Source: an optimization exercise on an open RTL-to-GDS flow (aim: small area, a short achievable clock period and few clock cycles). Production flows keep margins and buffers that such runs may drop.
Function was not checked in any run shown here: the RTL went through the layout flow alone.

## flow/design.v (module list and top-level ports; edited modules follow where they fit)
// module comp2_gt: 11 lines
// module Conv1d: 5329 lines
// module csa_fa: 4 lines
// module csa_ha: 4 lines
// module booth_sel: 3 lines
// module add33: 3 lines
// module layer_1: 204 lines
module layer_1
    (
        input         clk,
        input         RSTn,
        input         i_EN_w,
        input         i_EN_c,
        output        o_busy,
        input  [31:0] i_data,
        input         i_stb_in,
        output        o_ack_in,
        output [63:0] o_data,
        output        o_stb_out,
        input         i_ack_out
    );
  // ...
==> flow/run.sh <==
#!/bin/bash
# synth_recipe.tcl (not shown) runs the flow's synth.tcl, then flattens the netlist and writes it again
# the make line also repeats each setting of config.mk as NAME=value (left out here)
make -C /OpenROAD-flow-scripts/flow DESIGN_CONFIG=/design/flow/config.mk WORK_HOME=/design/flow/orfs CLKGATE_MAP_FILE= SYNTH_SCRIPT=/design/flow/synth_recipe.tcl finish
==> flow/config.mk <==
export PLATFORM = sky130hd
export DESIGN_NAME = layer_1
export DESIGN_NICKNAME = layer_1
export VERILOG_FILES = /design/flow/design.v
export SDC_FILE = /design/flow/constraint.sdc
export NUM_CORES = 8
export LEC_CHECK = 0
export CAP_MARGIN = 20
export CORE_MARGIN = 2
export CORE_UTILIZATION = 50
export SLEW_MARGIN = 20
export SYNTH_HIERARCHICAL = 1
export SYNTH_MINIMUM_KEEP_SIZE = 0
==> flow/constraint.sdc <==
create_clock -name core_clock -period 12.0 [get_ports {clk}]
set_input_delay 2.4000 -clock core_clock [delete_from_list [all_inputs] [get_ports {clk}]]
set_output_delay 2.4000 -clock core_clock [all_outputs]
set_load 0.01 [all_outputs]
==> flow_summary.json, run 1 <==
{
  "largestRegisters": "r_out x64, r_s1 x64, r_s2 x64",
  "rows": 167,
  "ys_top_cells_by_area": "fa_1, dfxtp_1, a22oi_2, edfxtp_1, xnor2_1",
  "antenna_found_initial": 20,
  "status": "timing/DRC/antenna clean",
  "postLayoutCellArea_mm2": 0.115,
  "regToRegStartpoint": "mult.SB0[0]$_DFF_P_",
  "grt_overflow_total": 0,
  "coreArea_mm2": 0.207,
  "setup.worst_path.end": "r_s1[46]$_DFFE_PP_",
  "fmax_mhz": 135,
  "ys_seq_elements": 1270,
  "clockBufferDepth": 3,
  "grtUsageMet3_pct": 6.61,
  "synth_xor_area_share_pct": 12.0,
  "start_util_pct": 50.2,
  "worstRegToRegCells": 23,
  "min_from": "r_gm_b[16]$_DFF_P_",
  "worst_slew_pin_slew_ps": 1190,
  "cts.sinks": 1270,
  "cp.required_ps": 12670,
  "hold_class": "register to register",
  "n_sequential_cell": 1270,
  "largest_cell_class": "multi-input combinational cells",
  "m1WireLength_um": 141000,
  "place.gp.congestion": 0.963,
  "n_fill_cell": 17700
}
==> run 2, diff against run 1 <==
--- a/flow/config.mk
+++ b/flow/config.mk
@@ -5,6 +5,7 @@
 export SDC_FILE = /design/flow/constraint.sdc
 export NUM_CORES = 8
 export LEC_CHECK = 0
+export ABC_AREA = 1
 export CAP_MARGIN = 20
 export CORE_MARGIN = 2
 export CORE_UTILIZATION = 50
==> flow_summary.json, run 2 <==
{
  "antenna_left": 0,
  "place_ws_ps": 6040,
  "async_reset_ff_share_pct": 6.69,
  "critPathMaxStageDelay_ps": 650,
  "drc": 0,
  "synth.largest_area_cell": "nand2_1",
  "holdWs_ps": 313,
  "wl_per_cell_um": 20.9,
  "drtPass1Iterations": 6,
  "drv_slew": 0,
  "worst_slew_pin_slew_ps": 1180,
  "ys_warn_count": 8,
  "rsz0062_at_grt": "no",
  "setup_slack_ps": 6560,
  "synth_area_mm2": 0.116,
  "dieHeight_um": 486,
  "place.gp.congestion": 0.986,
  "antenna_found_initial": 21,
  "synth_most_common_cell": "nand2_1",
  "cts_buffers": 152,
  "cp.required_ps": 12680,
  "grtUsageTotal_pct": 36.0,
  "start_util_pct": 50.1,
  "cts_resized": 0,
  "finalHoldViolCount": 0,
  "fp.dieW_um": 486,
  "vias": 108000,
  "skew_ps": 54.6,
  "clkLatencyLatePin_ps": 850,
  "post-cts-setup-buffer-count": 0,
  "max_slew_margin_pct": 21.4,
  "nets": 18800,
  "period_share_pct": 45.3,
  "avgSynthCellArea_um2": 6.91,
  "critPathKind": "register to register",
  "cp.arrival_ps": 6120,
  "coreArea_mm2": 0.232,
  "synth_cell_types": 51,
  "seq_area_frac_synth_pct": 25.8,
  "ys_dominant_reg_cell": "dfxtp_1",
  "largestRegisters": "r_out x64, r_s1 x64, r_s2 x64",
  "cts-hold-fix-buffers": 0,
  "viasPerCell": 5.29,
  "area_delta_synth_final_pct": 9.99,
  "grt_max_degree": 169,
  "ctsHtreeMaxLevel": 4,
  "grt_overflow_total": 0,
  "ys_seq_elements": 1270,
  "setup-violations-final": 0,
  "maxCapViolCount": 0,
  "layout_common_cells": "nand2_1, inv_1, nand3_1, fa_1, dfxtp_1",
  "startpoint_type": "register",
  "fin_tns_setup_ps": 0,
  "synth_edf_count": 419,
  "cp_num_buf_inv": 3,
  "synth_cells": 16800,
  "fin_crit_ps": 5440,
  "synth_top_cell_area_share_pct": 26.4,
  "routed_wl_um": 427000,
  "rows": 177,
  "cts.sinks": 1270,
  "clockBufferDepth": 3,
  "crit_fanout": 34,
  "crit_top_cell": "nand2_1",
  "status": "timing/DRC/antenna clean",
  "ys_top_cells_by_area": "nand2_1, fa_1, dfxtp_1, edfxtp_1, inv_1",
  "clkTransAtPathRegs_ps": 60,
  "drtIter0Drc": 10800,
  "grt_pass1_vias": 100000,
  "drive_gt1_share_pct": 3.40,
  "fmax_mhz": 184,
  "io_buffers": 104,
  "ys_top_cells_by_count": "nand2_1, inv_1, nand3_1",
  "final_common_cell": "nand2_1",
  "grt_pass1_wl_um": 635000,
  "crit_path_top_delay_cell": "a21oi_4",
  "post-dp-hpwl_um": 326000,
  "endpoint_kind": "register",
  "io-pin-count": 105,
  "path_delay_family": "simple AND/OR/NAND/NOR gates",
  "hold_class": "register to register",
  "root_buffer": "clkbuf_16",
  "cts_tree": "built",
  "dieArea_mm2": 0.236
}
[run 2: changes by cell type in the layout (fill, tap and decap cells not counted), sizes merged, moves of 50 or more]
cell    delta
nand3   +1531
a22oi   -1180
xnor2   -1264
nand2b    -65
a21o      -96
o211ai    +50
mux2i     -97
a21oi     -85
inv     +1948
nand2   +7795
nor2     +178
o21ai    +112
mux2     -257
[run 2: area by class of cell]
class	instances	area (um^2)
diodes	18	45.0
clock buffers	198	4180
clock inverters	87	1180
fillers	22500	104000
inverters	2324	8730
multi-input cells	13100	77200
flip-flops and latches	1270	30100
well taps	3043	3810
repair buffers	323	2720
[run 2: worst reg2reg max path, delay by kind of cell, from the launching register on]
kind | cells | cell delay (ps)
and+or+nand+nor | 15 | 1610
adders and majority gates | 4 | 1340
AOI/OAI and AO/OA | 5 | 1320
buffers and inverters | 3 | 380
xor gates and xnor gates | 1 | 350
DFF | 1 | 300
[run 2: logic make-up after synthesis]
family	count (synthesis)	share of synthesized area [%]
flops	1270	25.8
simple gates	10400	35.9
xor+xnor	201	1.52
fa+ha+maj	1590	24.7
compound gates	842	3.96
other cells	3	0.00968
buf+inv	2482	8.04
mux	2	0.0172
[run 2: final timing paths]
| path | from | to | slack (ps) | cells after the start |
|---|---|---|---|---|
| min | r_gm_b[15]$_DFF_P_ | r_gm_a[15]$_DFF_P_ | 310 | 0 |
| min reg2reg | r_gm_b[15]$_DFF_P_ | r_gm_a[15]$_DFF_P_ | 310 | 0 |
| max | mult.SB0[0]$_DFF_P_ | r_s1[46]$_DFFE_PP_ | 6560 | 28 |
| max in group asynchronous | RSTn | r_p1[26]$_DFFE_PN0P_ | 9120 | 2 |
| max reg2reg | mult.SB0[0]$_DFF_P_ | r_s1[46]$_DFFE_PP_ | 6560 | 28 |
| min in group asynchronous | RSTn | r_p0[26]$_DFFE_PN0P_ | 1560 | 1 |
[run 2: per-layer routing]
layer | routed length [um] | share of wire [%] | vias up | global-route usage, %
li1 | - | - | 52700 | -
met1 | 179000 | 42 | 50100 | 48.9
met2 | 188000 | 44 | 4255 | 56.0
met3 | 36800 | 8.6 | 753 | 6.30
met4 | 22100 | 5.2 | 22 | 16.8
met5 | 449 | 0.11 | - | 0.939
[run 2: stage by stage]
stage               cell area (um^2)  utilization [%]  std cells
CTS                           128000             55.1      20400
global route                  128000             55.1      20400
detailed placement            122000             52.8      20100
global placement              122000             52.8      20100
floorplan                     117000                -      16900
finish                        128000             55.2      20400
[run 2: modules after synthesis, one instance, submodules excluded, a selection]
module	flip-flops and latches	cells
layer_1	860	5800
Conv1d	410	472
add33	0	525
booth_sel	0	7
csa_fa	0	1
csa_ha	0	1
==> module layer_1, before the edit <==
module layer_1
    (
        input         clk,
        input         RSTn,
        input         i_EN_w,
        input         i_EN_c,
        output        o_busy,
        input  [31:0] i_data,
        input         i_stb_in,
        output        o_ack_in,
        output [63:0] o_data,
        output        o_stb_out,
        input         i_ack_out
    );
    function [3*17-1:0] benc;
        input [32:0] x;
        input integer n;
        integer i;
        reg b2, b1, b0;
        begin
            benc = 0;
            for (i = 0; i < 17; i = i + 1) begin
                b2 = x[(2*i+1 < n) ? 2*i+1 : n-1];
                b1 = (2*i < n) ? x[2*i] : x[n-1];
                b0 = (i == 0) ? 1'b0 : x[2*i-1];
                benc[i]      = b1 ^ b0;
                benc[17 + i] = (b2 & ~b1 & ~b0) | (~b2 & b1 & b0);
                benc[34 + i] = b2;
            end
        end
    endfunction
    reg r_ph;
    always @(posedge clk or negedge RSTn)
        if (!RSTn) r_ph <= 1'b0;
        else       r_ph <= ~r_ph;
    reg        r_ack;         
    reg        r_busy;        
    reg  [2:0] r_lcnt;        
    reg        r_par;         
    reg  [1:0] r_nout;        
    reg        r_stb;
    reg        r_lv;          
    reg  [2:0] r_lidx;        
    wire xfer    = i_stb_in & r_ack;
    wire ld_word = xfer & (r_busy | i_EN_w);
    wire smp     = xfer & i_EN_c & ~r_busy;
    wire smp_a   = smp & ~r_par;           
    wire pair    = smp &  r_par;           
    wire take    = r_stb & i_ack_out;
    wire [1:0] nout_next = r_nout + pair - take;
    wire par_next = r_par ^ smp;
    function lch;
        input [2:0] k;
        lch = (k == 3'd1) | (k > 3'd4);
    endfunction
    wire do_ld   = r_lv & (r_ph == lch(r_lidx));
    wire lv_next = ld_word | (r_lv & ~do_ld);
    wire [2:0] lidx_next = ld_word ? r_lcnt : r_lidx;
    wire do_ld_next = lv_next & (~r_ph == lch(lidx_next));
    always @(posedge clk or negedge RSTn)
        if (!RSTn) begin
            r_ack  <= 1'b1;
            r_busy <= 1'b0;
            r_lcnt <= 3'd0;
            r_par  <= 1'b0;
            r_nout <= 2'd0;
            r_lv   <= 1'b0;
            r_lidx <= 3'd0;
        end else begin
            r_nout <= nout_next;
            r_par  <= par_next;
            r_lv   <= lv_next;
            r_lidx <= lidx_next;
            r_ack  <= (~par_next | (nout_next != 2'd3)) & (~lv_next | do_ld_next);
            if (i_EN_w)
                r_busy <= 1'b1;
            if (ld_word)
                r_lcnt <= r_lcnt + 3'd1;
            if (do_ld && r_lidx == 3'd7)
                r_busy <= 1'b0;
        end
    assign o_ack_in = r_ack;
    assign o_busy   = r_busy;
    reg [31:0] r_h;
    always @(posedge clk)
        if (ld_word | smp_a)
            r_h <= i_data;
    reg        r_loaded;      
    always @(posedge clk or negedge RSTn)
        if (!RSTn)
            r_loaded <= 1'b0;
        else if (do_ld && r_lidx == 3'd7)
            r_loaded <= 1'b1;
    reg [31:0] r_b_a,  r_b_b;
    reg [31:0] r_w0_a, r_w0_b, r_w2_a, r_w2_b;
    reg [32:0] r_gp_a, r_gp_b, r_gm_a, r_gm_b;
    wire [32:0] h33 = {1'b0, r_h};
    wire        l_bias  = (r_lidx < 3'd2);
    wire        l_first = (r_lidx == 3'd2) | (r_lidx == 3'd5);
    wire        l_mid   = (r_lidx == 3'd3) | (r_lidx == 3'd6);
    wire        l_last  = (r_lidx == 3'd4) | (r_lidx == 3'd7);
    always @(posedge clk) begin
        r_b_a  <= r_b_b;
        r_w0_a <= r_w0_b;
        r_w2_a <= r_w2_b;
        r_gp_a <= r_gp_b;
        r_gm_a <= r_gm_b;
        r_b_b  <= (do_ld & l_bias)  ? r_h : r_b_a;
        r_w0_b <= (do_ld & l_first) ? r_h : r_w0_a;
        r_w2_b <= (do_ld & l_last)  ? r_h : r_w2_a;
        r_gp_b <= (do_ld & ~l_bias) ? (l_first ? h33 : r_gp_a + h33) : r_gp_a;
        r_gm_b <= (do_ld & ~l_bias) ? (l_first ? h33 : (l_mid ? r_gm_a - h33 : r_gm_a + h33)) : r_gm_a;
    end
    reg [31:0] r_p0, r_p1;         
    always @(posedge clk or negedge RSTn)
        if (!RSTn) begin
            r_p0 <= 32'd0;
            r_p1 <= 32'd0;
        end else if (pair) begin
            r_p0 <= r_h;
            r_p1 <= i_data;
        end
    wire [31:0] opA = r_p0 - r_h;                       
    wire [32:0] opB = {1'b0, r_p1} + {1'b0, r_h};       
    wire [32:0] opC = {1'b0, r_h} - {1'b0, r_p1};       
    wire [31:0] opD = r_p1 - i_data;                    
    wire [50:0] eA = benc({1'b0, opA}, 32);
    wire [50:0] eB = benc(opB, 33);
    wire [50:0] eC = benc(opC, 33);
    wire [50:0] eD = benc({1'b0, opD}, 32);
    reg [15:0] r_oneA, r_twoA, r_negA, r_oneD, r_twoD, r_negD;
    reg [16:0] r_oneB, r_twoB, r_negB, r_oneC, r_twoC, r_negC;
    always @(posedge clk)
        if (pair) begin
            r_oneA <= eA[15:0];  r_twoA <= eA[32:17]; r_negA <= eA[49:34];
            r_oneB <= eB[16:0];  r_twoB <= eB[33:17]; r_negB <= eB[50:34];
            r_oneC <= eC[16:0];  r_twoC <= eC[33:17]; r_negC <= eC[50:34];
            r_oneD <= eD[15:0];  r_twoD <= eD[32:17]; r_negD <= ~eD[49:34];    
        end
    reg v1, v2, v3, v4;
    always @(posedge clk or negedge RSTn)
        if (!RSTn) begin
            v1 <= 1'b0; v2 <= 1'b0; v3 <= 1'b0; v4 <= 1'b0;
        end else begin
            v1 <= pair; v2 <= v1; v3 <= v2; v4 <= v3;
        end
    wire [32:0] sa0, sa1, sb0, sb1;
    Conv1d mult (
        .clk(clk),
        .oneA(r_oneA), .twoA(r_twoA), .negA(r_negA),
        .oneB(r_oneB), .twoB(r_twoB), .negB(r_negB),
        .oneC(r_oneC), .twoC(r_twoC), .negC(r_negC),
        .oneD(r_oneD), .twoD(r_twoD), .negD(r_negD),
        .Y0(r_w0_a), .YP(r_gp_a), .YM(r_gm_a), .Y2(r_w2_a),
        .BI(r_b_b),                                    
        .SA0(sa0), .SA1(sa1), .SB0(sb0), .SB1(sb1)
    );
    wire [32:0] ua, ub;
    add33 add_a (.a(sa0), .b(sa1), .y(ua));
    add33 add_b (.a(sb0), .b(sb1), .y(ub));
    wire [31:0] ra = ua[32:1];
    wire [31:0] rb = ub[32:1];
    wire ra_gt_rb, oa, ob;
    comp2_gt #(.DW(32)) cmp_ab (.i_a(ra), .i_b(rb), .o_a_gt_b(ra_gt_rb));
    comp2_gt #(.DW(32)) cmp_oa (.i_a(r_b_a), .i_b(ra), .o_a_gt_b(oa));
    comp2_gt #(.DW(32)) cmp_ob (.i_a(r_b_a), .i_b(rb), .o_a_gt_b(ob));
    wire a_gt_b = (oa & ~ob) | (~(oa ^ ob) & ra_gt_rb);
    wire [31:0] res = (a_gt_b ? ra : rb) & {32{r_loaded}};
    reg [31:0] r_hold;             
    always @(posedge clk)
        r_hold <= res;
    wire [63:0] nr = r_ph ? {res, r_hold} : {r_hold, res};
    reg        r_s1v, r_s2v;
    reg [63:0] r_out, r_s1, r_s2;
    always @(posedge clk or negedge RSTn)
        if (!RSTn) begin
            r_stb <= 1'b0;
            r_s1v <= 1'b0;
            r_s2v <= 1'b0;
        end else if (r_stb) begin
            r_stb <= ~i_ack_out;
            r_s1v <= r_s1v | v4;
            r_s2v <= r_s2v | (r_s1v & v4);
        end else begin
            r_stb <= r_s1v | v4;
            r_s1v <= r_s1v & (r_s2v | v4);
            r_s2v <= r_s2v & v4;
        end
    always @(posedge clk)
        if (r_stb) begin
            if (!r_s1v)
                r_s1 <= nr;
            else if (!r_s2v)
                r_s2 <= nr;
        end else begin
            r_out <= r_s1v ? r_s1 : nr;
            if (r_s1v)
                r_s1 <= r_s2v ? r_s2 : nr;
            if (r_s2v)
                r_s2 <= nr;
        end
    assign o_data    = r_out;
    assign o_stb_out = r_stb;
endmodule
==> run 3, diff against run 2 <==
--- a/flow/design.v
+++ b/flow/design.v
@@ -5391,7 +5391,7 @@
     reg        r_busy;        
     reg  [2:0] r_lcnt;        
     reg        r_par;         
-    reg  [1:0] r_nout;        
+    reg  [2:0] r_nout;        
     reg        r_stb;
     reg        r_lv;          
     reg  [2:0] r_lidx;        
@@ -5401,7 +5401,7 @@
     wire smp_a   = smp & ~r_par;           
     wire pair    = smp &  r_par;           
     wire take    = r_stb & i_ack_out;
-    wire [1:0] nout_next = r_nout + pair - take;
+    wire [2:0] nout_next = r_nout + pair - take;
     wire par_next = r_par ^ smp;
     function lch;
         input [2:0] k;
@@ -5417,7 +5417,7 @@
             r_busy <= 1'b0;
             r_lcnt <= 3'd0;
             r_par  <= 1'b0;
-            r_nout <= 2'd0;
+            r_nout <= 3'd0;
             r_lv   <= 1'b0;
             r_lidx <= 3'd0;
         end else begin
@@ -5425,7 +5425,7 @@
             r_par  <= par_next;
             r_lv   <= lv_next;
             r_lidx <= lidx_next;
-            r_ack  <= (~par_next | (nout_next != 2'd3)) & (~lv_next | do_ld_next);
+            r_ack  <= (~par_next | (nout_next != 3'd4)) & (~lv_next | do_ld_next);
             if (i_EN_w)
                 r_busy <= 1'b1;
             if (ld_word)
@@ -5453,6 +5453,7 @@
     wire        l_first = (r_lidx == 3'd2) | (r_lidx == 3'd5);
     wire        l_mid   = (r_lidx == 3'd3) | (r_lidx == 3'd6);
     wire        l_last  = (r_lidx == 3'd4) | (r_lidx == 3'd7);
+    wire [33:0] gm_sum = {r_gm_a, 1'b1} + {h33 ^ {33{l_mid}}, l_mid};
     always @(posedge clk) begin
         r_b_a  <= r_b_b;
         r_w0_a <= r_w0_b;
@@ -5463,21 +5464,30 @@
         r_w0_b <= (do_ld & l_first) ? r_h : r_w0_a;
         r_w2_b <= (do_ld & l_last)  ? r_h : r_w2_a;
         r_gp_b <= (do_ld & ~l_bias) ? (l_first ? h33 : r_gp_a + h33) : r_gp_a;
-        r_gm_b <= (do_ld & ~l_bias) ? (l_first ? h33 : (l_mid ? r_gm_a - h33 : r_gm_a + h33)) : r_gm_a;
+        r_gm_b <= (do_ld & ~l_bias) ? (l_first ? h33 : gm_sum[33:1]) : r_gm_a;
     end
     reg [31:0] r_p0, r_p1;         
+    reg [31:0] r_x3;               
+    reg        r_pend;             
+    always @(posedge clk)
+        if (pair)
+            r_x3 <= i_data;
     always @(posedge clk or negedge RSTn)
         if (!RSTn) begin
             r_p0 <= 32'd0;
             r_p1 <= 32'd0;
-        end else if (pair) begin
-            r_p0 <= r_h;
-            r_p1 <= i_data;
+            r_pend <= 1'b0;
+        end else begin
+            r_pend <= pair;
+            if (r_pend) begin
+                r_p0 <= r_h;
+                r_p1 <= r_x3;
+            end
         end
     wire [31:0] opA = r_p0 - r_h;                       
     wire [32:0] opB = {1'b0, r_p1} + {1'b0, r_h};       
     wire [32:0] opC = {1'b0, r_h} - {1'b0, r_p1};       
-    wire [31:0] opD = r_p1 - i_data;                    
+    wire [31:0] opD = r_p1 - r_x3;                      
     wire [50:0] eA = benc({1'b0, opA}, 32);
     wire [50:0] eB = benc(opB, 33);
     wire [50:0] eC = benc(opC, 33);
@@ -5485,18 +5495,18 @@
     reg [15:0] r_oneA, r_twoA, r_negA, r_oneD, r_twoD, r_negD;
     reg [16:0] r_oneB, r_twoB, r_negB, r_oneC, r_twoC, r_negC;
     always @(posedge clk)
-        if (pair) begin
+        if (r_pend) begin
             r_oneA <= eA[15:0];  r_twoA <= eA[32:17]; r_negA <= eA[49:34];
             r_oneB <= eB[16:0];  r_twoB <= eB[33:17]; r_negB <= eB[50:34];
             r_oneC <= eC[16:0];  r_twoC <= eC[33:17]; r_negC <= eC[50:34];
             r_oneD <= eD[15:0];  r_twoD <= eD[32:17]; r_negD <= ~eD[49:34];    
         end
-    reg v1, v2, v3, v4;
+    reg v1, v2, v3, v4, v5;
     always @(posedge clk or negedge RSTn)
         if (!RSTn) begin
-            v1 <= 1'b0; v2 <= 1'b0; v3 <= 1'b0; v4 <= 1'b0;
+            v1 <= 1'b0; v2 <= 1'b0; v3 <= 1'b0; v4 <= 1'b0; v5 <= 1'b0;
         end else begin
-            v1 <= pair; v2 <= v1; v3 <= v2; v4 <= v3;
+            v1 <= r_pend; v2 <= v1; v3 <= v2; v4 <= v3; v5 <= v4;
         end
     wire [32:0] sa0, sa1, sb0, sb1;
     Conv1d mult (
@@ -5512,33 +5522,39 @@
     wire [32:0] ua, ub;
     add33 add_a (.a(sa0), .b(sa1), .y(ua));
     add33 add_b (.a(sb0), .b(sb1), .y(ub));
-    wire [31:0] ra = ua[32:1];
-    wire [31:0] rb = ub[32:1];
+    reg [31:0] r_ra, r_rb;
+    always @(posedge clk) begin
+        r_ra <= ua[32:1];
+        r_rb <= ub[32:1];
+    end
     wire ra_gt_rb, oa, ob;
-    comp2_gt #(.DW(32)) cmp_ab (.i_a(ra), .i_b(rb), .o_a_gt_b(ra_gt_rb));
-    comp2_gt #(.DW(32)) cmp_oa (.i_a(r_b_a), .i_b(ra), .o_a_gt_b(oa));
-    comp2_gt #(.DW(32)) cmp_ob (.i_a(r_b_a), .i_b(rb), .o_a_gt_b(ob));
+    comp2_gt #(.DW(32)) cmp_ab (.i_a(r_ra), .i_b(r_rb), .o_a_gt_b(ra_gt_rb));
+    comp2_gt #(.DW(32)) cmp_oa (.i_a(r_b_b), .i_b(r_ra), .o_a_gt_b(oa));
+    comp2_gt #(.DW(32)) cmp_ob (.i_a(r_b_b), .i_b(r_rb), .o_a_gt_b(ob));
     wire a_gt_b = (oa & ~ob) | (~(oa ^ ob) & ra_gt_rb);
-    wire [31:0] res = (a_gt_b ? ra : rb) & {32{r_loaded}};
+    wire [31:0] res = (a_gt_b ? r_ra : r_rb) & {32{r_loaded}};
     reg [31:0] r_hold;             
     always @(posedge clk)
         r_hold <= res;
-    wire [63:0] nr = r_ph ? {res, r_hold} : {r_hold, res};
-    reg        r_s1v, r_s2v;
-    reg [63:0] r_out, r_s1, r_s2;
+    wire [63:0] nr = r_ph ? {r_hold, res} : {res, r_hold};
+    reg        r_s1v, r_s2v, r_s3v;
+    reg [63:0] r_out, r_s1, r_s2, r_s3;
     always @(posedge clk or negedge RSTn)
         if (!RSTn) begin
             r_stb <= 1'b0;
             r_s1v <= 1'b0;
             r_s2v <= 1'b0;
+            r_s3v <= 1'b0;
         end else if (r_stb) begin
             r_stb <= ~i_ack_out;
-            r_s1v <= r_s1v | v4;
-            r_s2v <= r_s2v | (r_s1v & v4);
+            r_s1v <= r_s1v | v5;
+            r_s2v <= r_s2v | (r_s1v & v5);
+            r_s3v <= r_s3v | (r_s2v & v5);
         end else begin
-            r_stb <= r_s1v | v4;
-            r_s1v <= r_s1v & (r_s2v | v4);
-            r_s2v <= r_s2v & v4;
+            r_stb <= r_s1v | v5;
+            r_s1v <= r_s1v & (r_s2v | v5);
+            r_s2v <= r_s2v & (r_s3v | v5);
+            r_s3v <= r_s3v & v5;
         end
     always @(posedge clk)
         if (r_stb) begin
@@ -5546,12 +5562,16 @@
                 r_s1 <= nr;
             else if (!r_s2v)
                 r_s2 <= nr;
+            else if (!r_s3v)
+                r_s3 <= nr;
         end else begin
             r_out <= r_s1v ? r_s1 : nr;
             if (r_s1v)
                 r_s1 <= r_s2v ? r_s2 : nr;
             if (r_s2v)
-                r_s2 <= nr;
+                r_s2 <= r_s3v ? r_s3 : nr;
+            if (r_s3v)
+                r_s3 <= nr;
         end
     assign o_data    = r_out;
     assign o_stb_out = r_stb;
==> flow/flow/run.sh (new file) <==
#!/bin/bash
# Standard synthesis and layout; repair_timing aims at a setup slack margin so that
# the critical paths are sized for the period the design can reach.
set -uo pipefail
bash standard.sh synth > synth.log 2>&1 || exit 1
bash standard.sh finish SETUP_SLACK_MARGIN=7.6 > layout.log 2>&1 || exit 1
==> flow/standard.sh (new file) <==
#!/bin/bash
# synth_recipe.tcl (not shown) runs the flow's synth.tcl, then flattens the netlist and writes it again
# the make line also repeats each setting of config.mk as NAME=value (left out here)
make -C /OpenROAD-flow-scripts/flow DESIGN_CONFIG=/design/flow/config.mk WORK_HOME=/design/flow/orfs CLKGATE_MAP_FILE= SYNTH_SCRIPT=/design/flow/synth_recipe.tcl "${@:-finish}"
--- a/flow/config.mk
+++ b/flow/config.mk
@@ -5,7 +5,6 @@
 export SDC_FILE = /design/flow/constraint.sdc
 export NUM_CORES = 8
 export LEC_CHECK = 0
-export ABC_AREA = 1
 export CAP_MARGIN = 20
 export CORE_MARGIN = 2
 export CORE_UTILIZATION = 50
removed: flow/run.sh
==> flow_summary.json, run 3 <==
{
  "status": "timing/DRC/antenna clean",
  "seq_area_frac_synth_pct": 31.4,
  "grt_overflow_total": 0,
  "n_fill_cell": 18300,
  "fmax_mhz": 235,
  "worstRegToRegCells": 12,
  "fin_util_pct": 56.1,
  "cts.sinks": 1434,
  "io-pin-count": 105,
  "clkTransAtPathRegs_ps": 60,
  "avgSynthCellArea_um2": 12.2,
  "synth.largest_area_cell": "fa_1",
  "post_dp_cell_area_mm2": 0.116,
  "clkLatencyLatePin_ps": 850,
  "start_util_pct": 50.3,
  "skew_ps": 45.6,
  "critPathKind": "register to output pin",
  "cp.arrival_ps": 1850,
  "drv_slew": 0,
  "drive_gt1_share_pct": 23.3,
  "fp.dieW_um": 471,
  "crit_path_cell_trace": "clkdlybuf4s50_1",
  "endpoint_kind": "output pin",
  "path_delay_family": "buffers and inverters",
  "period_share_pct": 35.5,
  "area_delta_synth_final_pct": 11.6,
  "hold_class": "register to register",
  "max_slew_margin_pct": 23.9,
  "ys_top_cells_by_area": "fa_1, dfxtp_1, edfxtp_1, a22oi_2, xnor2_1",
  "cts_tree": "built",
  "io_buffers": 104,
  "cts-hold-fix-buffers": 0,
  "cp.required_ps": 9600,
  "synth_area_mm2": 0.109,
  "post-dp-hpwl_um": 275000,
  "ys_warn_count": 8,
  "ys_seq_elements": 1434,
  "grt_pass1_wl_um": 547000,
  "rsz0062_at_grt": "no",
  "antenna_found_initial": 22,
  "critPathMaxStageDelay_ps": 580,
  "clockBufferDepth": 3,
  "synth_most_common_cell": "xnor2_1",
  "grt_max_degree": 178,
  "place_ws_ps": 6550,
  "rows": 171,
  "crit_fanout": 1,
  "routed_wl_um": 372000,
  "layout_common_cells": "xnor2_1, a22oi_2, fa_1, dfxtp_1, edfxtp_1",
  "finalHoldViolCount": 0,
  "crit_path_top_delay_cell": "clkdlybuf4s50_1",
  "worst-path-stages": 1,
  "synth_cells": 8982,
  "setup_slack_ps": 7750,
  "antenna_left": 0,
  "fin_crit_ps": 4250,
  "setup-violations-final": 0,
  "final_common_cell": "xnor2_1",
  "async_reset_ff_share_pct": 6.21,
  "startpoint_type": "register",
  "cp_num_buf_inv": 1,
  "fin_tns_setup_ps": 0,
  "nets": 11000,
  "grt_pass1_vias": 79900,
  "synth_edf_count": 515,
  "dieArea_mm2": 0.222,
  "vias": 76600,
  "place.gp.congestion": 0.989,
  "drtPass1Iterations": 6,
  "maxCapViolCount": 0,
  "holdPathStages": 0,
  "cts_buffers": 162,
  "drc": 0,
  "root_buffer": "clkbuf_16",
  "ys_top_cells_by_count": "xnor2_1, fa_1, a22oi_2",
  "grtUsageTotal_pct": 33.6,
  "synth_cell_types": 90,
  "wl_per_cell_um": 30.0,
  "coreArea_mm2": 0.217,
  "synth_top_cell_area_share_pct": 21.6,
  "worst_slew_pin_slew_ps": 1140,
  "ctsHtreeMaxLevel": 4,
  "dieHeight_um": 471,
  "ys_dominant_reg_cell": "dfxtp_1",
  "viasPerCell": 6.17,
  "drtIter0Drc": 6627,
  "dp.cells": 12100,
  "stdcell_count": 12400,
  "holdWs_ps": 299,
  "postLayoutCellArea_mm2": 0.122
}
-- run 3: final timing paths --
check / from / to / slack [ps]
worst min-delay path: r_w0_b[7]$_DFF_P_ / r_w0_a[7]$_DFF_P_ / 300
worst max register to register: r_h[23]$_DFFE_PP_ / r_twoC[15]$_DFFE_PP_ / 7790
min in group asynchronous: RSTn / r_pend$_DFF_PN0_ / 1570
worst max-delay path: r_out[33]$_DFFE_PN_ / o_data[33] / 7750
worst min register to register: r_w0_b[7]$_DFF_P_ / r_w0_a[7]$_DFF_P_ / 300
max in group asynchronous: RSTn / r_stb$_DFF_PN0_ / 8940
-- run 3: cell families after synthesis --
logic type                 after synthesis  share of synthesized area [%]
adders and majority gates             1589                           26.3
xor gates and xnor gates              1433                           11.5
and+or+nand+nor                       1176                           5.08
AOI/OAI and AO/OA                     2441                           20.4
muxes                                  341                           3.42
DFF                                   1434                           31.4
other                                    3                         0.0103
buffers and inverters                  565                           1.95
-- run 3: cell type report --
type                    instances  area [um^2]  area share (%)
diodes                         11         27.5          0.0226
clock buffers                 224         4540            3.73
clock inverters                80         1070           0.876
inverters                     371         1400            1.15
multi-input cells            7050        73800            60.5
flip-flops and latches       1434        34400            28.2
well taps                    2854         3570            2.93
repair buffers                378         3180            2.61
-- run 3: repair_timing --
action / CTS / global route
pin swaps: 3 / 2
endpoints found under the setup margin: 250 / 193
gates resized for setup: 37 / 31
cloned: 1 / 0
buffers inserted: 33 / 2
hold endpoints to repair: 0 / 0
-- run 3: Yosys stat by module, one instance, submodules excluded, excerpt --
module	flops+latches	cells
Conv1d	410	472
add33	0	280
booth_sel	0	2
csa_fa	0	1
csa_ha	0	1
layer_1	1024	4145
-- run 3: metal layers --
metal | up-vias | wire length (um) | track usage (%)
li1 | 33000 | - | -
met1 | 39300 | 146000 | 42.7
met2 | 3458 | 172000 | 53.3
met3 | 857 | 29600 | 6.87
met4 | 2 | 25000 | 19.1
met5 | - | 13 | 0.0649
-- run 3: worst register-to-register path, cell delays in order (launching register included) --
cell,delay [ps]
edfxtp_1,620
buf_4,320
ha_1,550
nand3_1,180
or3_1,430
a311oi_1,520
a211oi_1,170
o221ai_1,280
o21a_1,170
o21a_1,110
nor2_1,80
xnor2_2,360
mux2i_1,140
==> run 4, diff against run 3 <==
==> flow/flow/run.sh (replaced) <==
#!/bin/bash
# Standard synthesis and layout; repair_timing aims at a setup slack margin so that
# the critical paths are sized for the period the design can reach.
set -uo pipefail
bash standard.sh synth > synth.log 2>&1 || exit 1
bash standard.sh finish SETUP_SLACK_MARGIN=8.0 > layout.log 2>&1 || exit 1
==> flow_summary.json, run 4 <==
{
  "ys_top_cells_by_count": "xnor2_1, fa_1, a22oi_2",
  "synth_area_mm2": 0.109,
  "crit_fanout": 2,
  "fin_crit_ps": 3990,
  "start_util_pct": 50.3,
  "status": "timing/DRC/antenna clean",
  "antenna_left": 0,
  "grt_pass1_vias": 78600,
  "grt_max_degree": 138,
  "multi_input_area_mm2": 0.0743,
  "maxCapViolCount": 0,
  "synth_most_common_cell": "xnor2_1",
  "rows": 171,
  "synth.largest_area_cell": "fa_1",
  "ys_seq_elements": 1434,
  "seq_area_frac_synth_pct": 31.4,
  "vias": 76600,
  "crit_path_cell_trace": "clkdlybuf4s50_1, and4b_2, ha_4, inv_2, ha_4, inv_2, ha_4, inv_2, fa_2, xnor2_2, xnor2_2, a32oi_1",
  "ctsHtreeMaxLevel": 4,
  "worstRegToRegCells": 8,
  "clkTransAtPathRegs_ps": 70,
  "cts-hold-fix-buffers": 0,
  "period_share_pct": 33.3,
  "synth_cell_types": 90,
  "synth_cells": 8982,
  "place.gp.congestion": 1.01,
  "n_fill_cell": 18100,
  "worst_slew_pin_slew_ps": 1190,
  "antenna_found_initial": 21,
  "drc": 0,
  "seq_area_mm2": 0.0344,
  "crit_path_top_delay_cell": "clkdlybuf4s50_1",
  "finalHoldViolCount": 0,
  "cts_buffers": 164,
  "skew_ps": 88.7,
  "post-dp-hpwl_um": 274000,
  "cp.arrival_ps": 4690,
  "grtUsageTotal_pct": 33.8,
  "endpoint_kind": "register",
  "rrSetupSlack_ps": 8070,
  "min_from": "r_w0_b[31]$_DFF_P_",
  "cp.required_ps": 12690,
  "grt_pass1_wl_um": 551000,
  "fmax_mhz": 251,
  "clkLatencyLatePin_ps": 860,
  "drtPass1Iterations": 7,
  "async_reset_ff_share_pct": 6.21,
  "dieArea_mm2": 0.222,
  "coreArea_mm2": 0.217,
  "ys_top_cells_by_area": "fa_1, dfxtp_1, edfxtp_1, a22oi_2, xnor2_1",
  "grt_overflow_total": 0,
  "drtIter0Drc": 7529,
  "fp.dieW_um": 471,
  "ys_warn_count": 8,
  "nets": 11100,
  "hold_class": "register to register",
  "root_buffer": "clkbuf_16",
  "area_delta_synth_final_pct": 12.6,
  "min_to": "r_w0_a[31]$_DFF_P_",
  "setup-violations-final": 0,
  "drive_gt1_share_pct": 25.2,
  "avgSynthCellArea_um2": 12.2,
  "rsz0062_at_grt": "yes",
  "routed_wl_um": 377000,
  "r2r_end": "mult.ra_42$_DFF_P_",
  "fin_tns_setup_ps": 0,
  "critPathMaxStageDelay_ps": 480,
  "regToRegStartpoint": "r_w0_a[0]$_DFF_P_",
  "cts_tree": "built",
  "max_slew_margin_pct": 20.0,
  "dieHeight_um": 471,
  "synth_top_cell_area_share_pct": 21.6,
  "wl_per_cell_um": 30.3,
  "layout_common_cells": "xnor2_1, a22oi_2, fa_1, dfxtp_1, edfxtp_1",
  "clockBufferDepth": 3,
  "final_common_cell": "xnor2_1",
  "synth_edf_count": 515,
  "cts.sinks": 1434,
  "io_buffers": 104,
  "fin_util_pct": 56.6,
  "viasPerCell": 6.15,
  "critPathKind": "input port to register",
  "holdPathStages": 0,
  "startpoint_type": "input port",
  "ys_dominant_reg_cell": "dfxtp_1",
  "drv_slew": 0,
  "io-pin-count": 105
}
[run 4: changes by cell type in the layout (fill, tap and decap cells not counted), moves of 8 or more]
cell,previous run,this run
fa_1,1016,981
clkbuf_1,39,23
dfxtp_2,26,51
buf_2,0,8
clkdlybuf4s15_1,0,21
buf_6,3,16
dfxtp_1,804,773
dlygate4sd2_1,1,31
buf_4,266,290
fa_2,163,198
clkdlybuf4s50_1,102,36
[run 4: cells by family (layout without fill, tap and decap cells)]
group / count (synthesis) / after routing / synth area share (%)
adders and majority gates: 1589 / 1589 / 26.3
other: 3 / 77 / 0.0103
muxes: 341 / 341 / 3.42
buffers and inverters: 565 / 1103 / 1.95
and+or+nand+nor: 1176 / 1177 / 5.08
xor gates and xnor gates: 1433 / 1433 / 11.5
DFF: 1434 / 1434 / 31.4
AOI/OAI and AO/OA: 2441 / 2445 / 20.4
[run 4: what timing repair did]
action	in CTS	in global routing
setup endpoints to repair	442	219
cloned	4	1
buffers inserted	33	33
resized for setup	238	100
pin swaps	11	17
[run 4: cell type report]
cell class / count / share of cell area [%]
Multi-Input combinational cell: 7054 / 60.4
Clock inverter: 95 / 0.860
Sequential cell: 1434 / 28.0
Timing Repair Buffer: 422 / 2.88
Inverter: 371 / 1.15
Clock buffer: 215 / 3.77
Tap cell: 2854 / 2.90
Antenna cell: 8 / 0.0163
[run 4: routing by layer]
metal  track usage (%)  up-vias  routed length [um]
met5                 0        -                 101
li1                  -    33100                   -
met3              6.14      684               30300
met2              51.9     3453              169000
met4              18.7       14               24500
met1              45.3    39400              153000
[run 4: Yosys stat by module, one instance, submodules excluded, a selection]
module / times used / cells inside
csa_fa: 1171 / 1
booth_sel: 1122 / 2
layer_1: 1 / 4145
add33: 2 / 280
Conv1d: 1 / 472
csa_ha: 54 / 1
[run 4: metrics by stage]
| step | setup WS, ps | std cells | hold slack [ps] | cell area, um^2 |
|---|---|---|---|---|
| after floorplan | 7160 | 9048 | 310 | 110000 |
| after global placement | 6700 | 12100 | 310 | 116000 |
| after detailed placement | 6660 | 12100 | 312 | 116000 |
| after CTS | 8000 | 12400 | 267 | 122000 |
| after global routing | 7960 | 12400 | 282 | 123000 |
| final | 8010 | 12500 | 270 | 123000 |
[run 4: worst max-delay path: cells and delay by family]
| kind | cells | cell delay, ps |
|---|---|---|
| compound gates | 1 | 180 |
| fa+ha+maj | 4 | 850 |
| xor+xnor | 2 | 310 |
| simple gates | 1 | 320 |
| buf+inv | 4 | 620 |
[run 4: worst max path at each step]
stage                              startpoint                  end  depth (start not counted)
final                                i_stb_in      r_ack$_DFF_PN1_                         12
after global routing         r_h[1]$_DFFE_PP_   r_gp_b[31]$_DFF_P_                         14
after CTS                   r_b_b[17]$_DFF_P_   r_s1[31]$_DFFE_PP_                         16
after detailed placement    r_b_b[17]$_DFF_P_   r_s1[53]$_DFFE_PP_                         14
after global placement      r_b_b[17]$_DFF_P_   r_s1[48]$_DFFE_PP_                         14
after floorplan           r_oneC[0]$_DFFE_PP_  mult.rq_108$_DFF_P_                          7
==> run 5, diff against run 4 <==
==> flow/flow/run.sh (replaced) <==
#!/bin/bash
# Standard synthesis and layout; repair_timing aims at a setup slack margin so that
# the critical paths are sized for the period the design can reach.
set -uo pipefail
bash standard.sh synth > synth.log 2>&1 || exit 1
bash standard.sh finish SETUP_SLACK_MARGIN=8.3 > layout.log 2>&1 || exit 1
==> flow_summary.json, run 5 <==
{
  "cp.required_ps": 9600,
  "final_common_cell": "xnor2_1",
  "skew_ps": 68.9,
  "fin_tns_setup_ps": 0,
  "stdcell_count": 12600,
  "setup-violations-final": 0,
  "critPathMaxStageDelay_ps": 670,
  "synth_cell_types": 90,
  "status": "timing/DRC/antenna clean",
  "cts_tree": "built",
  "fmax_mhz": 250,
  "wl_per_cell_um": 30.7,
  "drv_slew": 0,
  "place.gp.congestion": 0.974,
  "ys_top_cells_by_count": "xnor2_1, fa_1, a22oi_2",
  "period_share_pct": 33.4,
  "clockBufferDepth": 3,
  "cp_num_buf_inv": 1,
  "ys_dominant_reg_cell": "dfxtp_1",
  "grtUsageTotal_pct": 34.5,
  "rsz0062_at_grt": "yes",
  "synth_most_common_cell": "xnor2_1",
  "synth.largest_area_cell": "fa_1",
  "dieArea_mm2": 0.222,
  "fin_crit_ps": 4000,
  "io_buffers": 104,
  "path_delay_family": "flip-flops",
  "vias": 78000,
  "drtIter0Drc": 7139,
  "hold_class": "register to register",
  "n_fill_cell": 17700,
  "cts-hold-fix-buffers": 0,
  "synth_top_cell_area_share_pct": 21.6,
  "routed_wl_um": 387000,
  "endpoint_kind": "output pin",
  "synth_edf_count": 515,
  "critPathKind": "register to output pin",
  "crit_path_top_delay_cell": "dfstp_2",
  "crit_fanout": 2,
  "clkTransAtPathRegs_ps": 60,
  "dp.cells": 12100,
  "avgSynthCellArea_um2": 12.2,
  "cts_buffers": 166,
  "async_reset_ff_share_pct": 6.21,
  "cts.sinks": 1434,
  "grt_overflow_total": 0,
  "maxCapViolCount": 0,
  "ys_warn_count": 8,
  "start_util_pct": 50.3,
  "grt_pass1_vias": 81200,
  "drtPass1Iterations": 6,
  "grt_pass1_wl_um": 561000,
  "worst_slew_pin_slew_ps": 1150,
  "seq_area_frac_synth_pct": 31.4,
  "post-dp-hpwl_um": 280000,
  "viasPerCell": 6.18,
  "crit_path_cell_trace": "buf_6",
  "drc": 0,
  "clkLatencyLatePin_ps": 860,
  "drive_gt1_share_pct": 31.7,
  "startpoint_type": "register",
  "fp.dieW_um": 471,
  "ys_seq_elements": 1434,
  "area_delta_synth_final_pct": 17.5,
  "dieHeight_um": 471,
  "layout_common_cells": "xnor2_1, a22oi_2, fa_1, dfxtp_1, edfxtp_1",
  "rows": 171,
  "io-pin-count": 105,
  "ctsHtreeMaxLevel": 4,
  "nets": 11300,
  "grt_max_degree": 161,
  "coreArea_mm2": 0.217,
  "root_buffer": "clkbuf_16",
  "ys_top_cells_by_area": "fa_1, dfxtp_1, edfxtp_1, a22oi_2, xnor2_1",
  "antenna_found_initial": 25,
  "synth_area_mm2": 0.109,
  "synth_cells": 8982,
  "max_slew_margin_pct": 23.5,
  "antenna_left": 0,
  "cp.arrival_ps": 1600,
  "finalHoldViolCount": 0,
  "holdWs_ps": 260
}
-- run 5: final timing paths --
| path | depth (start not counted) | end | start | slack, ps |
|---|---|---|---|---|
| setup reg to reg | 17 | r_s1[59]$_DFFE_PP_ | r_b_b[19]$_DFF_P_ | 8120 |
| setup / recovery | 1 | o_ack_in | r_ack$_DFF_PN1_ | 8000 |
| hold / removal | 0 | r_gp_a[16]$_DFF_P_ | r_gp_b[16]$_DFF_P_ | 260 |
| max in group asynchronous | 2 | r_stb$_DFF_PN0_ | RSTn | 8880 |
| min in group asynchronous | 1 | r_p1[25]$_DFFE_PN0P_ | RSTn | 1560 |
| hold reg to reg | 0 | r_gp_a[16]$_DFF_P_ | r_gp_b[16]$_DFF_P_ | 260 |
-- run 5: through the flow --
step / utilization (%) / setup WS (ps) / instance area, um^2
3_5_place_dp: 53.5 / 6580 / 116000
6_report: 59.1 / 8000 / 128000
3_3_place_gp: 53.5 / 6610 / 116000
2_1_floorplan: - / 7160 / 110000
5_1_grt: 59.1 / 7960 / 128000
4_1_cts: 57.6 / 7950 / 125000
-- run 5: cell type report --
class,count,area (um^2),area share (%)
Clock buffer,224,4660,3.63
Timing Repair Buffer,601,5660,4.41
Clock inverter,85,1090,0.848
Sequential cell,1434,34500,26.9
Inverter,371,1470,1.14
Antenna cell,11,27.5,0.0214
Tap cell,2854,3570,2.78
Multi-Input combinational cell,7052,77500,60.3
-- run 5: cells by family (layout without fill, tap and decap cells) --
logic type | count (synthesis) | count (layout) | share of synthesized area (%)
adder cells (fa/ha/maj) | 1589 | 1589 | 26.3
XOR/XNOR | 1433 | 1433 | 11.5
AND/OR/NAND/NOR | 1176 | 1178 | 5.08
buffers and inverters | 565 | 1281 | 1.95
flip-flops | 1434 | 1434 | 31.4
AO/OA/AOI/OAI | 2441 | 2442 | 20.4
multiplexers | 341 | 341 | 3.42
other | 3 | 80 | 0.0103
-- run 5: repair_timing --
action	CTS	global route
gates cloned	7	3
resized for setup	856	643
setup buffers	148	103
setup endpoints to repair	614	455
pin swaps	90	161
-- run 5: per-module statistics from Yosys (local to each module, per instance), a selection --
module	cells inside	area (um^2)	times used
Conv1d	472	8440	1
booth_sel	2	21.3	1122
csa_fa	1	20.0	1171
layer_1	4145	46600	1
csa_ha	1	12.5	54
add33	280	1930	2
-- run 5: layer usage --
layer	global-route usage, %	up-vias	share of wire (%)
li1	-	33400	-
met1	44.6	40300	40
met2	55.3	3382	46
met3	7.13	868	7.9
met4	16.8	6	6.0
met5	0	-	0.0096
==> run 6, diff against run 5 <==
==> flow/flow/run.sh (replaced) <==
#!/bin/bash
# Standard synthesis; every combinational cell resized to its smallest drive
# strength; then the standard layout, with repair_timing aiming at a setup slack
# margin so that the critical paths are sized for the period the design can reach.
set -uo pipefail
bash standard.sh synth > synth.log 2>&1 || exit 1
DS_ODB=orfs/results/sky130hd/layer_1/base/1_synth.odb openroad -no_init -exit flow/downsize.tcl > downsize.log 2>&1 || exit 1
bash standard.sh finish SETUP_SLACK_MARGIN=8.0 > layout.log 2>&1 || exit 1
==> flow/flow/downsize.tcl (new file) <==
# Resize every combinational cell of the synthesized netlist to the smallest
# drive strength of its family; timing repair later upsizes where needed.
# Flip-flops, clock cells and physical cells are left alone.
set db [ord::get_db]
read_db $::env(DS_ODB)
set block [[$db getChip] getBlock]
set fam [dict create]
foreach lib [$db getLibs] {
  foreach m [$lib getMasters] {
    set n [$m getName]
    if {![regexp {^(sky130_fd_sc_hd__[a-z0-9]+)_([0-9]+)$} $n -> base sz]} { continue }
    if {[string match "*lpflow*" $n] || [string match "*probe*" $n]} { continue }
    dict lappend fam $base $m
  }
}
set skip {df edf sdf dl clk tap fill decap conb sdl lpflow probe diode ebuf einv bufbuf}
set nsw 0
set saved 0
foreach inst [$block getInsts] {
  set m [$inst getMaster]
  set n [$m getName]
  if {![regexp {^(sky130_fd_sc_hd__([a-z0-9]+))_([0-9]+)$} $n -> base short sz]} { continue }
  set ok 1
  foreach s $skip { if {[string match "${s}*" $short]} { set ok 0 } }
  if {!$ok} { continue }
  if {![dict exists $fam $base]} { continue }
  set best $m
  set barea [expr {[$m getWidth] * [$m getHeight]}]
  foreach c [dict get $fam $base] {
    set a [expr {[$c getWidth] * [$c getHeight]}]
    if {$a < $barea} { set best $c; set barea $a }
  }
  if {$best ne $m} {
    set old [expr {[$m getWidth] * [$m getHeight]}]
    if {[$inst swapMaster $best]} {
      incr nsw
      set saved [expr {$saved + ($old - $barea) / 1e6}]
    }
  }
}
puts "downsize: swapped $nsw cells, saved [format %.1f $saved] um2"
write_db $::env(DS_ODB)
==> flow_summary.json, run 6 <==
{
  "maxCapViolCount": 0,
  "fmax_mhz": 248,
  "clkTransAtPathRegs_ps": 60,
  "crit_path_cell_trace": "buf_6",
  "clkLatencyLatePin_ps": 870,
  "rsz0062_at_grt": "yes",
  "crit_fanout": 2,
  "post_dp_cell_area_mm2": 0.109,
  "rrSetupSlack_ps": 8020,
  "busiest_layer": "met2",
  "status": "timing/DRC/antenna clean",
  "hold_class": "register to register",
  "synth_cells": 8982,
  "area_delta_synth_final_pct": 12.5,
  "critPathLaunch": "r_ack$_DFF_PN1_",
  "r2r_end": "mult.rr_197$_DFF_P_",
  "holdWs_ps": 290,
  "skew_ps": 68.7,
  "drv_slew": 0,
  "avgSynthCellArea_um2": 11.5,
  "ctsHtreeMaxLevel": 4,
  "period_share_pct": 33.5,
  "critPathMaxStageDelay_ps": 640,
  "critPathKind": "register to output pin",
  "drive_gt1_share_pct": 11.5,
  "fin_crit_ps": 4030,
  "grtUsageTotal_pct": 34.7,
  "finalHoldViolCount": 0,
  "coreArea_mm2": 0.205,
  "worstRegToRegCells": 7,
  "start_util_pct": 50.4,
  "routed_wl_um": 367000,
  "cts_tree": "built",
  "cts.sinks": 1434,
  "nets": 11000,
  "cts-hold-fix-buffers": 0,
  "setup.worst_path.end": "o_ack_in",
  "grt_max_degree": 184,
  "worst_slew_pin_slew_ps": 1180,
  "grt_pass1_wl_um": 536000,
  "path_delay_family": "flip-flops",
  "viasPerCell": 6.31,
  "n_fill_cell": 17500,
  "setup-violations-final": 0,
  "grt_pass1_vias": 79500,
  "wl_per_cell_um": 30.0,
  "cp.arrival_ps": 1630,
  "post-dp-hpwl_um": 269000,
  "dieHeight_um": 459,
  "postLayoutCellArea_mm2": 0.116,
  "io_buffers": 104,
  "layout_common_cells": "xnor2_1, a22oi_1, fa_1, dfxtp_1, edfxtp_1",
  "io-pin-count": 105,
  "startpoint_type": "register",
  "synth_area_mm2": 0.103,
  "grtUsageMet3_pct": 8.37,
  "antenna_left": 0,
  "worst-path-stages": 1,
  "grt_overflow_total": 0,
  "fin_util_pct": 56.7,
  "antenna_found_initial": 16,
  "crit_path_top_delay_cell": "dfstp_2",
  "gr-usage-met2_pct": 55.5,
  "max_slew_margin_pct": 21.6,
  "dieArea_mm2": 0.211,
  "vias": 77200,
  "clockBufferDepth": 3,
  "fin_tns_setup_ps": 0,
  "root_buffer": "clkbuf_16",
  "drtIter0Drc": 8970,
  "regToRegStartpoint": "r_oneC[8]$_DFFE_PP_",
  "endpoint_kind": "output pin",
  "place.gp.congestion": 0.998,
  "drc": 0,
  "cts_buffers": 164,
  "drtPass1Iterations": 8,
  "final_common_cell": "xnor2_1",
  "cp.required_ps": 9600,
  "fp.dieW_um": 459,
  "met1_usage_pct": 43.3,
  "ys_warn_count": 8,
  "rows": 166,
  "cp_num_buf_inv": 1
}
run 6: worst min path at each step:
stage | startpoint | end | slack (ps) | depth (start not counted)
floorplan | r_gm_b[0]$_DFF_P_ | r_gm_a[0]$_DFF_P_ | 310 | 0
global placement | r_w2_b[17]$_DFF_P_ | r_w2_a[17]$_DFF_P_ | 310 | 0
detailed placement | r_gm_b[11]$_DFF_P_ | r_gm_a[11]$_DFF_P_ | 310 | 0
CTS | r_w0_b[4]$_DFF_P_ | r_w0_a[4]$_DFF_P_ | 290 | 0
global route | r_w0_b[4]$_DFF_P_ | r_w0_a[4]$_DFF_P_ | 300 | 0
finish | r_w0_b[4]$_DFF_P_ | r_w0_a[4]$_DFF_P_ | 290 | 0
run 6: area by class of cell:
type	instances	area [um^2]	share of cell area, %
Timing Repair Buffer	376	3190	2.74
Multi-Input combinational cell	7050	68300	58.7
Clock inverter	70	942	0.810
Sequential cell	1434	34400	29.6
Antenna cell	14	35.0	0.0301
Inverter	371	1430	1.22
Tap cell	2688	3360	2.89
Clock buffer	237	4750	4.08
run 6: stage by stage:
stage	std cells	setup slack [ps]
floorplan	9048	7660
global placement	11900	6640
detailed placement	11900	6590
CTS	12200	7910
global route	12200	7950
finish	12200	7970
run 6: repair_timing:
item,4_1_cts,5_1_grt
gates cloned,1,2
endpoints found under the setup margin,479,253
pin swaps,11,24
endpoints found under the hold margin,0,0
gates resized for setup,245,122
setup buffers,24,33
run 6: metal layers:
metal	wire [um]	up-vias
met5	47	-
met4	24100	8
met3	35200	976
met2	170000	4258
met1	138000	39000
li1	-	33000
==> run 7, diff against run 6 <==
--- a/flow/design.v
+++ b/flow/design.v
@@ -5413,7 +5413,7 @@
     wire do_ld_next = lv_next & (~r_ph == lch(lidx_next));
     always @(posedge clk or negedge RSTn)
         if (!RSTn) begin
-            r_ack  <= 1'b1;
+            r_ack  <= 1'b0;
             r_busy <= 1'b0;
             r_lcnt <= 3'd0;
             r_par  <= 1'b0;
@@ -5451,9 +5451,7 @@
     wire [32:0] h33 = {1'b0, r_h};
     wire        l_bias  = (r_lidx < 3'd2);
     wire        l_first = (r_lidx == 3'd2) | (r_lidx == 3'd5);
-    wire        l_mid   = (r_lidx == 3'd3) | (r_lidx == 3'd6);
     wire        l_last  = (r_lidx == 3'd4) | (r_lidx == 3'd7);
-    wire [33:0] gm_sum = {r_gm_a, 1'b1} + {h33 ^ {33{l_mid}}, l_mid};
     always @(posedge clk) begin
         r_b_a  <= r_b_b;
         r_w0_a <= r_w0_b;
@@ -5463,8 +5461,8 @@
         r_b_b  <= (do_ld & l_bias)  ? r_h : r_b_a;
         r_w0_b <= (do_ld & l_first) ? r_h : r_w0_a;
         r_w2_b <= (do_ld & l_last)  ? r_h : r_w2_a;
-        r_gp_b <= (do_ld & ~l_bias) ? (l_first ? h33 : r_gp_a + h33) : r_gp_a;
-        r_gm_b <= (do_ld & ~l_bias) ? (l_first ? h33 : gm_sum[33:1]) : r_gm_a;
+        r_gp_b <= (do_ld & ~l_bias) ? (l_first ? h33 : opB) : r_gp_a;
+        r_gm_b <= (do_ld & ~l_bias) ? (l_first ? h33 : opC) : r_gm_a;
     end
     reg [31:0] r_p0, r_p1;         
     reg [31:0] r_x3;               
@@ -5485,8 +5483,10 @@
             end
         end
     wire [31:0] opA = r_p0 - r_h;                       
-    wire [32:0] opB = {1'b0, r_p1} + {1'b0, r_h};       
-    wire [32:0] opC = {1'b0, r_h} - {1'b0, r_p1};       
+    wire [32:0] bc_in = r_lv ? r_gp_a : {1'b0, r_p1};
+    wire [32:0] cc_in = r_lv ? r_gm_a : {1'b0, r_p1};
+    wire [32:0] opB = bc_in + {1'b0, r_h};              
+    wire [32:0] opC = {1'b0, r_h} - cc_in;              
     wire [31:0] opD = r_p1 - r_x3;                      
     wire [50:0] eA = benc({1'b0, opA}, 32);
     wire [50:0] eB = benc(opB, 33);
@@ -5537,42 +5537,33 @@
     always @(posedge clk)
         r_hold <= res;
     wire [63:0] nr = r_ph ? {r_hold, res} : {res, r_hold};
-    reg        r_s1v, r_s2v, r_s3v;
-    reg [63:0] r_out, r_s1, r_s2, r_s3;
+    reg  [1:0] r_wp, r_rp;         
+    reg  [1:0] r_cnt;              
+    reg [63:0] r_out, r_q0, r_q1, r_q2;
+    wire       q_pop  = ~r_stb & (r_cnt != 2'd0);
+    wire       q_push = v5 & (r_stb | (r_cnt != 2'd0));
+    wire [63:0] q_head = (r_rp == 2'd0) ? r_q0 : (r_rp == 2'd1) ? r_q1 : r_q2;
     always @(posedge clk or negedge RSTn)
         if (!RSTn) begin
             r_stb <= 1'b0;
-            r_s1v <= 1'b0;
-            r_s2v <= 1'b0;
-            r_s3v <= 1'b0;
-        end else if (r_stb) begin
-            r_stb <= ~i_ack_out;
-            r_s1v <= r_s1v | v5;
-            r_s2v <= r_s2v | (r_s1v & v5);
-            r_s3v <= r_s3v | (r_s2v & v5);
+            r_wp  <= 2'd0;
+            r_rp  <= 2'd0;
+            r_cnt <= 2'd0;
         end else begin
-            r_stb <= r_s1v | v5;
-            r_s1v <= r_s1v & (r_s2v | v5);
-            r_s2v <= r_s2v & (r_s3v | v5);
-            r_s3v <= r_s3v & v5;
-        end
-    always @(posedge clk)
-        if (r_stb) begin
-            if (!r_s1v)
-                r_s1 <= nr;
-            else if (!r_s2v)
-                r_s2 <= nr;
-            else if (!r_s3v)
-                r_s3 <= nr;
-        end else begin
-            r_out <= r_s1v ? r_s1 : nr;
-            if (r_s1v)
-                r_s1 <= r_s2v ? r_s2 : nr;
-            if (r_s2v)
-                r_s2 <= r_s3v ? r_s3 : nr;
-            if (r_s3v)
-                r_s3 <= nr;
+            r_stb <= r_stb ? ~i_ack_out : ((r_cnt != 2'd0) | v5);
+            if (q_push)
+                r_wp <= (r_wp == 2'd2) ? 2'd0 : r_wp + 2'd1;
+            if (q_pop)
+                r_rp <= (r_rp == 2'd2) ? 2'd0 : r_rp + 2'd1;
+            r_cnt <= r_cnt + q_push - q_pop;
         end
+    always @(posedge clk) begin
+        if (!r_stb)
+            r_out <= (r_cnt != 2'd0) ? q_head : nr;
+        if (q_push && r_wp == 2'd0) r_q0 <= nr;
+        if (q_push && r_wp == 2'd1) r_q1 <= nr;
+        if (q_push && r_wp == 2'd2) r_q2 <= nr;
+    end
     assign o_data    = r_out;
     assign o_stb_out = r_stb;
 endmodule
--- a/flow/config.mk
+++ b/flow/config.mk
@@ -8,6 +8,9 @@
 export CAP_MARGIN = 20
 export CORE_MARGIN = 2
 export CORE_UTILIZATION = 50
+export CTS_BUF_LIST = sky130_fd_sc_hd__clkbuf_16
+export CTS_CLUSTER_DIAMETER = 100
+export CTS_CLUSTER_SIZE = 24
 export SLEW_MARGIN = 20
 export SYNTH_HIERARCHICAL = 1
 export SYNTH_MINIMUM_KEEP_SIZE = 0
==> flow_summary.json, run 7 <==
{
  "layout_common_cells": "xnor2_1, fa_1, a22oi_1, dfxtp_1, nand2_1",
  "place_ws_ps": 6560,
  "critPathKind": "input port to register",
  "crit_path_cell_trace": "clkdlybuf4s50_1, nor3b_4, ha_4, inv_2, ha_4, inv_2, ha_4, inv_2, fa_2, xnor2_2, xnor2_2, a32oi_1",
  "grt_pass1_wl_um": 505000,
  "rows": 163,
  "cts_buffers": 81,
  "stdcell_count": 11400,
  "antenna_left": 0,
  "post-dp-hpwl_um": 255000,
  "dieArea_mm2": 0.201,
  "vias": 72700,
  "viasPerCell": 6.38,
  "clkTransAtPathRegs_ps": 100,
  "grt_overflow_total": 0,
  "coreArea_mm2": 0.197,
  "fin_tns_setup_ps": 0,
  "fp.dieW_um": 448,
  "drc": 0,
  "rsz0062_at_grt": "no",
  "nets": 10200,
  "postLayoutCellArea_mm2": 0.108,
  "rrSetupSlack_ps": 8030,
  "ctsHtreeMaxLevel": 3,
  "finalHoldViolCount": 0,
  "root_buffer": "clkbuf_16",
  "final_common_cell": "xnor2_1",
  "cp.arrival_ps": 4650,
  "drive_gt1_share_pct": 8.42,
  "setup-violations-final": 0,
  "skew_ps": 41.9,
  "setup_slack_ps": 7990,
  "endpoint_kind": "register",
  "antenna_found_initial": 16,
  "synth_area_mm2": 0.0987,
  "io_buffers": 104,
  "worstRegToRegCells": 7,
  "avgSynthCellArea_um2": 11.9,
  "grt_max_degree": 81,
  "clockBufferDepth": 3,
  "period_share_pct": 33.4,
  "routed_wl_um": 351000,
  "drtIter0Drc": 9162,
  "holdPathStages": 0,
  "min_from": "r_gm_b[8]$_DFF_P_",
  "grt_pass1_vias": 73700,
  "cts_tree": "built",
  "status": "timing/DRC/antenna clean",
  "drtPass1Iterations": 7,
  "min_to": "r_gm_a[8]$_DFF_P_",
  "ys_warn_count": 8,
  "r2r_end": "mult.rr_206$_DFF_P_",
  "critPathLaunch": "i_EN_c",
  "hold_class": "register to register",
  "dieHeight_um": 448,
  "place.gp.congestion": 1.02,
  "maxCapViolCount": 0,
  "regToRegStartpoint": "r_oneC[8]$_DFFE_PP_",
  "crit_fanout": 2,
  "cp.required_ps": 12650,
  "wl_per_cell_um": 30.8,
  "io-pin-count": 105,
  "post_dp_cell_area_mm2": 0.105,
  "crit_path_top_delay_cell": "clkdlybuf4s50_1",
  "drv_slew": 0,
  "clkLatencyLatePin_ps": 770,
  "grtUsageTotal_pct": 34.7,
  "worst_slew_pin_slew_ps": 1130,
  "start_util_pct": 50.2,
  "area_delta_synth_final_pct": 9.78,
  "critPathMaxStageDelay_ps": 450,
  "synth_cells": 8300,
  "max_slew_margin_pct": 24.7,
  "dp.cells": 11200,
  "cts.sinks": 1438,
  "fin_crit_ps": 4010,
  "fmax_mhz": 249,
  "startpoint_type": "input port"
}
## run 7: critical path, delay by kind of cell
kind                       cells  cell delay [ps]
AOI/OAI and AO/OA              1              110
xor gates and xnor gates       2              360
adders and majority gates      4              880
buffers and inverters          4              590
and+or+nand+nor                1              300
## run 7: stage by stage
| stage | util [%] | hold WS [ps] |
|---|---|---|
| after floorplan | - | 310 |
| after global placement | 53.1 | 310 |
| after detailed placement | 53.1 | 312 |
| after CTS | 54.6 | 325 |
| after global routing | 55.0 | 323 |
| final | 55.1 | 323 |
## run 7: final cells by class
class | instances | area [um^2]
well taps | 2640 | 3300
multi-input cells | 6483 | 63500
fillers | 16900 | 88400
diodes | 11 | 27.5
flip-flops and latches | 1438 | 34500
repair buffers | 366 | 3230
inverters | 306 | 1150
clock buffers | 81 | 2030
clock inverters | 69 | 602
## run 7: per-layer routing
metal	share of wire, %	track usage (%)	vias to the layer above
met3	11	8.90	1055
met1	38	44.4	36700
met4	7.1	20.2	4
met2	45	53.5	4482
met5	0.0066	0.337	-
li1	-	-	30400
## run 7: how the worst max path moves through the flow
stage | to | slack [ps] | depth (start not counted)
global placement | r_ack$_DFF_PN0_ | 6580 | 13
floorplan | r_ack$_DFF_PN0_ | 7510 | 12
detailed placement | r_ack$_DFF_PN0_ | 6560 | 13
finish | r_ack$_DFF_PN0_ | 7990 | 12
global route | r_ack$_DFF_PN0_ | 7960 | 12
CTS | r_twoB[13]$_DFFE_PP_ | 7990 | 11
## run 7: timing repair
item	4_1_cts	5_1_grt
pin swaps	6	13
hold endpoints to repair	0	0
setup endpoints to repair	504	195
hold buffers	0	0
cloned	2	2
setup buffers	19	32
gates resized for setup	157	95

-- separate check: timing with driven ports --
How much do the figures lean on ideal ports? The routed layouts below were timed once more, with nothing changed but the port constraints.
Step 1 sets driving cells, clkbuf_16 on the clock port and buf_2 on the other inputs (assumed; they add their load-dependent delay and slew).
Step 2 moves the port delays by t, midway between the first and last clock arrival at a register: inputs arrive t later, outputs are due t later. That takes back most of the time a late clock gives input paths.
Slacks: no drivers / after step 1 / after step 2; pairs: no drivers / after step 1.
run	shift t [ns]	setup slack, ns	worst setup path at the end	latest minus earliest clock arrival (ns)	worst data-port slew with drivers (ns)
run 1	0.907	4.609 / 4.609 / 4.609	register to register	0.077 / 0.076	0.14
run 2	0.925	6.561 / 6.561 / 5.913	input to register	0.055 / 0.055	0.04
run 3	0.930	7.745 / 7.641 / 7.044	input to register	0.047 / 0.047	0.11
run 4	0.907	8.008 / 7.962 / 7.164	input to register	0.090 / 0.090	0.06
run 5	0.921	7.997 / 7.898 / 7.418	input to register	0.070 / 0.069	0.14
run 6	0.926	7.975 / 7.880 / 7.233	input to register	0.070 / 0.070	0.10
run 7	0.843	7.992 / 7.976 / 7.208	input to register	0.043 / 0.043	0.12
After both steps every run listed still meets setup and hold. For run 4, which loses most, drivers alone change the setup slack by -0.046 ns; drivers and shift together by -0.844 ns.
